This design comes from an exercise in tuning for small area on the open sky130 flow, not from production work.
In this exercise RTL edits were held to simulation tests only and were not proved equivalent to the original.
Power and IR drop assume default switching activity.

job 101:
==> flow/design.v <==
module PrefixCarry (
    input  [31:0] g,
    input  [31:0] p,
    input         cin,
    output [32:0] c
);
    logic [31:0] G [0:5];
    logic [31:0] P [0:5];
    always_comb begin
        G[0] = g;
        P[0] = p;
        G[0][0] = g[0] | (p[0] & cin);
        for (int l = 0; l < 5; l++) begin
            G[l+1] = G[l];
            P[l+1] = P[l];
            for (int i = 0; i < 32; i++)
                if ((i % (2 << l)) == (2 << l) - 1) begin
                    G[l+1][i] = G[l][i] | (P[l][i] & G[l][i - (1 << l)]);
                    P[l+1][i] = P[l][i] & P[l][i - (1 << l)];
                end
        end
    end
    logic [31:0] D [0:4];
    always_comb begin
        D[4] = G[5];
        for (int l = 3; l >= 0; l--) begin
            D[l] = D[l+1];
            for (int i = 0; i < 32; i++)
                if ((i % (2 << l)) == (1 << l) - 1 && i >= (2 << l))
                    D[l][i] = D[l+1][i] | (P[l][i] & D[l+1][i - (1 << l)]);
        end
    end
    assign c = {D[0], cin};
endmodule
module ALU (
    input [31:0] aBus,
    input [31:0] barrelOutput,
    input clk,
    input [3:0] aluOp,
    input updateFlags,
    input carryFlag, zeroFlag, overflowFlag, negativeFlag,
    output newCarryFlag, newZeroFlag, newOverflowFlag, newNegativeFlag,
    output [31:0] aluBus
);
    logic [3:0] op;
    always_ff @(posedge clk) op <= aluOp;
    function automatic logic member(input logic [3:0] v, input logic [15:0] set);
        member = set[v];
    endfunction
    wire [3:0] k;
    assign k[0] = member(op, 16'b1000_0100_1100_1100);   
    assign k[1] = member(op, 16'b0011_1010_0011_0010);   
    assign k[2] = member(op, 16'b1101_1010_0011_0010);   
    assign k[3] = member(op, 16'b0011_0101_1100_1101);   
    wire arith  = member(op, 16'b0000_1100_1111_1100);
    wire invA   = member(op, 16'b0000_0000_1000_1000);   
    wire cinOne = member(op, 16'b0000_0100_0000_1100);   
    wire useC   = member(op, 16'b0000_0000_1110_0000);   
    wire gA  = arith & ~invA;
    wire gNA = arith & invA;
    wire cin = cinOne | (useC & carryFlag);
    logic [31:0] p, g;
    always_comb begin
        for (int i = 0; i < 32; i++) begin
            p[i] = k[{aBus[i], barrelOutput[i]}];
            g[i] = ~p[i] & (aBus[i] ? gA : gNA);
        end
    end
    wire [32:0] c;
    PrefixCarry pc (.g(g), .p(p), .cin(cin), .c(c));
    wire [31:0] res = p ^ c[31:0];
    assign aluBus = res;
    assign newCarryFlag    = updateFlags ? c[32] : carryFlag;
    assign newOverflowFlag = updateFlags ? (c[32] ^ c[31]) : overflowFlag;
    assign newZeroFlag     = updateFlags ? (res == 32'd0) : zeroFlag;
    assign newNegativeFlag = updateFlags ? res[31] : negativeFlag;
endmodule
module BarrelShifter(
    input clk,
    input [31:0] b_bus,
    input [1:0] shift_type,
    input [4:0] shift_amount_imm,
    input [7:0] shift_amount_reg,
    input reg_shift,
    output logic [31:0] alu_input
);
    logic [31:0] b_q;
    logic [1:0]  t_q;
    logic [4:0]  n_q;
    logic        big_q;
    wire reg_big = |shift_amount_reg[7:5];
    always_ff @(posedge clk) begin
        b_q   <= b_bus;
        t_q   <= shift_type;
        n_q   <= shift_amount_reg[4:0] | {5{reg_big & (shift_type == 2'b10)}};
        big_q <= reg_big & ~shift_type[1];
    end
    wire [31:0] b   = reg_shift ? b_q : b_bus;
    wire [1:0]  t   = reg_shift ? t_q : shift_type;
    wire [4:0]  n   = reg_shift ? n_q : shift_amount_imm;
    wire        zero = reg_shift & big_q;
    wire left = (t == 2'b00);
    wire wrap = (t == 2'b11) | left;    
    wire fill = (t == 2'b10) & b[31];
    wire [4:0] r = left ? (5'd0 - n) : n;
    logic [31:0] s [0:5];
    assign s[0] = b;
    genvar k, i;
    generate for (k = 0; k < 5; k++) begin : st
        for (i = 0; i < 32; i++) begin : bt
            if (i + (1 << k) < 32) begin : in_range
                assign s[k+1][i] = r[k] ? s[k][i + (1 << k)] : s[k][i];
            end else begin : wrapped
                assign s[k+1][i] = r[k] ? (wrap ? s[k][i + (1 << k) - 32] : fill) : s[k][i];
            end
        end
    end endgenerate
    logic [7:0] LT, EQ;
    logic [3:0] LE;
    always_comb begin
        for (int h = 0; h < 8; h++) begin
            LT[h] = ~zero & (~left | (n[4:2] < h));
            EQ[h] = ~zero & left & (n[4:2] == h);
        end
        for (int l = 0; l < 4; l++)
            LE[l] = (n[1:0] <= l);
    end
    always_comb
        for (int i = 0; i < 32; i++)
            alu_input[i] = s[5][i] & (LT[i/4] | EQ[i/4] & LE[i%4]);
endmodule
module BranchHandler (
    input overflow_flag,
    input carry_flag,
    input zero_flag,
    input negative_flag,
    input[3:0] op_condition_flag,
    output logic should_branch
);
    logic base;
    wire nv = negative_flag ~^ overflow_flag;
    always_comb begin
        case (op_condition_flag[3:1])
            3'd0: base = zero_flag;
            3'd1: base = carry_flag;
            3'd2: base = negative_flag;
            3'd3: base = overflow_flag;
            3'd4: base = carry_flag & ~zero_flag;
            3'd5: base = nv;
            3'd6: base = ~zero_flag & nv;
            default: base = 1'b1;
        endcase
    end
    assign should_branch = base ^ op_condition_flag[0];
endmodule
module ARM7Execute (
    input         clk,
    input  [31:0] a_bus,
    input  [31:0] b_bus,
    input  [1:0]  shift_type,
    input  [4:0]  shift_amount_imm,
    input  [7:0]  shift_amount_reg,
    input         reg_shift,
    input  [3:0]  alu_op,
    input         update_flags,
    input         carry_flag,
    input         zero_flag,
    input         overflow_flag,
    input         negative_flag,
    input  [3:0]  cond,
    output [31:0] alu_bus,
    output        new_carry_flag,
    output        new_zero_flag,
    output        new_overflow_flag,
    output        new_negative_flag,
    output        cond_pass
);
    wire [31:0] shifter_out;
    BarrelShifter barrelShifter (
        .clk(clk),
        .b_bus(b_bus),
        .shift_type(shift_type),
        .shift_amount_imm(shift_amount_imm),
        .shift_amount_reg(shift_amount_reg),
        .reg_shift(reg_shift),
        .alu_input(shifter_out)
    );
    ALU alu (
        .aBus(a_bus),
        .barrelOutput(shifter_out),
        .clk(clk),
        .aluOp(alu_op),
        .updateFlags(update_flags),
        .carryFlag(carry_flag),
        .zeroFlag(zero_flag),
        .overflowFlag(overflow_flag),
        .negativeFlag(negative_flag),
        .newCarryFlag(new_carry_flag),
        .newZeroFlag(new_zero_flag),
        .newOverflowFlag(new_overflow_flag),
        .newNegativeFlag(new_negative_flag),
        .aluBus(alu_bus)
    );
    BranchHandler branchHandler (
        .overflow_flag(overflow_flag),
        .carry_flag(carry_flag),
        .zero_flag(zero_flag),
        .negative_flag(negative_flag),
        .op_condition_flag(cond),
        .should_branch(cond_pass)
    );
endmodule
clock: 13.0 ns
lec_check: 0
abc_area: 1
cap_margin: 20
core_margin: 2
core_utilization: 30
slew_margin: 20
standard.sh (not shown) runs the stock make flow with config.mk's settings and CLKGATE_MAP_FILE= SYNTH_SCRIPT=/design/flow/synth_recipe.tcl, a recipe that flattens the netlist after the stock synthesis.
==> flow/flow/run.sh <==
#!/bin/bash
# Standard ORFS layout with two changes: synthesis maps with ABC's area
# mapper (flow/abc_area.script) and skips Yosys's full-adder extraction, and
# the port buffers are the library's smallest buffer (buf_1). Every other
# step is the standard one.
set -euo pipefail
W=$PWD
mkdir -p "$W/orfs_scripts"
cp -r "$FLOW_HOME/scripts/." "$W/orfs_scripts/"
cp "$W/flow/abc_area.script" "$W/orfs_scripts/abc_area.script"
bash standard.sh SCRIPTS_DIR="$W/orfs_scripts" ABC_AREA=1 ADDER_MAP_FILE= synth > "$W/synth.log" 2>&1
bash standard.sh "BUFFER_PORTS_ARGS=-buffer_cell sky130_fd_sc_hd__buf_1" > "$W/layout.log" 2>&1
==> flow/flow/abc_area.script <==
strash
dch -f
amap
topo
> inputs changed (job 101 -> job 102)
-- flow/design.v --
<<< job 101, line 89
    logic [4:0]  n_q;
    logic        big_q;
    wire reg_big = |shift_amount_reg[7:5];
    always_ff @(posedge clk) begin
        b_q   <= b_bus;
        t_q   <= shift_type;
        n_q   <= shift_amount_reg[4:0] | {5{reg_big & (shift_type == 2'b10)}};
        big_q <= reg_big & ~shift_type[1];
    end
    wire [31:0] b   = reg_shift ? b_q : b_bus;
    wire [1:0]  t   = reg_shift ? t_q : shift_type;
    wire [4:0]  n   = reg_shift ? n_q : shift_amount_imm;
    wire        zero = reg_shift & big_q;
    wire left = (t == 2'b00);
    wire wrap = (t == 2'b11) | left;    
    wire fill = (t == 2'b10) & b[31];
    wire [4:0] r = left ? (5'd0 - n) : n;
    logic [31:0] s [0:5];
    assign s[0] = b;
    genvar k, i;
    generate for (k = 0; k < 5; k++) begin : st
        for (i = 0; i < 32; i++) begin : bt
            if (i + (1 << k) < 32) begin : in_range
                assign s[k+1][i] = r[k] ? s[k][i + (1 << k)] : s[k][i];
            end else begin : wrapped
                assign s[k+1][i] = r[k] ? (wrap ? s[k][i + (1 << k) - 32] : fill) : s[k][i];
            end
        end
    end endgenerate
    logic [7:0] LT, EQ;
    logic [3:0] LE;
    always_comb begin
        for (int h = 0; h < 8; h++) begin
            LT[h] = ~zero & (~left | (n[4:2] < h));
            EQ[h] = ~zero & left & (n[4:2] == h);
        end
        for (int l = 0; l < 4; l++)
            LE[l] = (n[1:0] <= l);
    end
    always_comb
        for (int i = 0; i < 32; i++)
            alu_input[i] = s[5][i] & (LT[i/4] | EQ[i/4] & LE[i%4]);
endmodule
module BranchHandler (
>>> job 102, line 89
    logic [4:0]  n_q;
    logic        big_q;
    always_ff @(posedge clk) begin
        b_q   <= b_bus;
        t_q   <= shift_type;
        n_q   <= shift_amount_reg[4:0];
        big_q <= |shift_amount_reg[7:5];
    end
    wire [31:0] b   = reg_shift ? b_q : b_bus;
    wire [1:0]  t   = reg_shift ? t_q : shift_type;
    wire [4:0]  n   = reg_shift ? n_q : shift_amount_imm;
    wire        big = reg_shift & big_q;
    wire left  = (t == 2'b00);
    wire ror   = (t == 2'b11);
    wire right = t[1] ^ t[0];
    wire none  = big & ~ror;
    wire [4:0] r = left ? (5'd0 - n) : n;
    logic [31:0] rot;
    always_comb begin
        rot = b;
        for (int k = 0; k < 5; k++)
            if (r[k]) rot = {rot, rot} >> (1 << k);
    end
    logic [7:0] LT, EQL, EQR;
    logic [3:0] LEL, LER;
    always_comb begin
        for (int h = 0; h < 8; h++) begin
            LT[h]  = ror | ~none & (left & (n[4:2] < h) | right & (n[4:2] < 7 - h));
            EQL[h] = ~none & left & (n[4:2] == h);
            EQR[h] = ~none & right & (n[4:2] == 7 - h);
        end
        for (int l = 0; l < 4; l++) begin
            LEL[l] = (n[1:0] <= l);
            LER[l] = (n[1:0] <= 3 - l);
        end
    end
    wire fill = (t == 2'b10) & b[31];
    logic [31:0] keep;
    always_comb
        for (int i = 0; i < 32; i++) begin
            keep[i] = LT[i/4] | EQL[i/4] & LEL[i%4] | EQR[i/4] & LER[i%4];
            alu_input[i] = keep[i] ? rot[i] : fill;
        end
endmodule
module BranchHandler (
Findings:
Job 102 vs job 101: number of combinational gates with multiple inputs up by a few percent. Job 102 against job 101: cell area now larger; net count after synthesis now larger. Taking job 101 as the reference, in job 102 final core utilization shows a reduction of 0.99 points; routability-driven placement congestion ratio climbed 0.013; count of fill cells added during filler insertion picked up an extra 5.0%; relative contribution of combinational cells to total power lost 2.6 points; relative slew slack lost 3.8 points. Compared with job 101, job 102 shows a higher maximum operating frequency. Job 102 vs job 101: number of library cell types mapped by synthesis up by a little under 10%. Delta (job 102 minus job 101): post-synthesis compound-gate area fraction +3.5 points, internal power has increased, die area rose by 4.3%.

==> what the ideal ports hide <==
In the flow no input, the clock included, has a driving cell. The finished layouts below were timed again as built, in two steps. Step 1: set_driving_cell puts a clkbuf_16 on clk and a buf_2 on each other input, an assumption about the parent block. Step 2, shift: input delay + t, output delay - t, t = (earliest + latest rising clock arrival at the registers) / 2. This alone moves slack from input paths to output paths. Slacks: no drivers / after step 1 / after step 2; pairs: no drivers / after step 1.
run | t (ns) | slack for setup (ns) | worst register clock-pin slew, ns | cell pins on the clock port's net
job 101 | 0.341 | 0.756 / 0.725 / 0.725 | 0.06 / 0.06 | 1
job 102 | 0.336 | 0.821 / 0.789 / 0.789 | 0.07 / 0.07 | 1
After both steps every run listed still meets setup and hold. The setup slack of job 102, which loses most, moves by -0.032 ns with the drivers and by -0.032 ns with both steps.
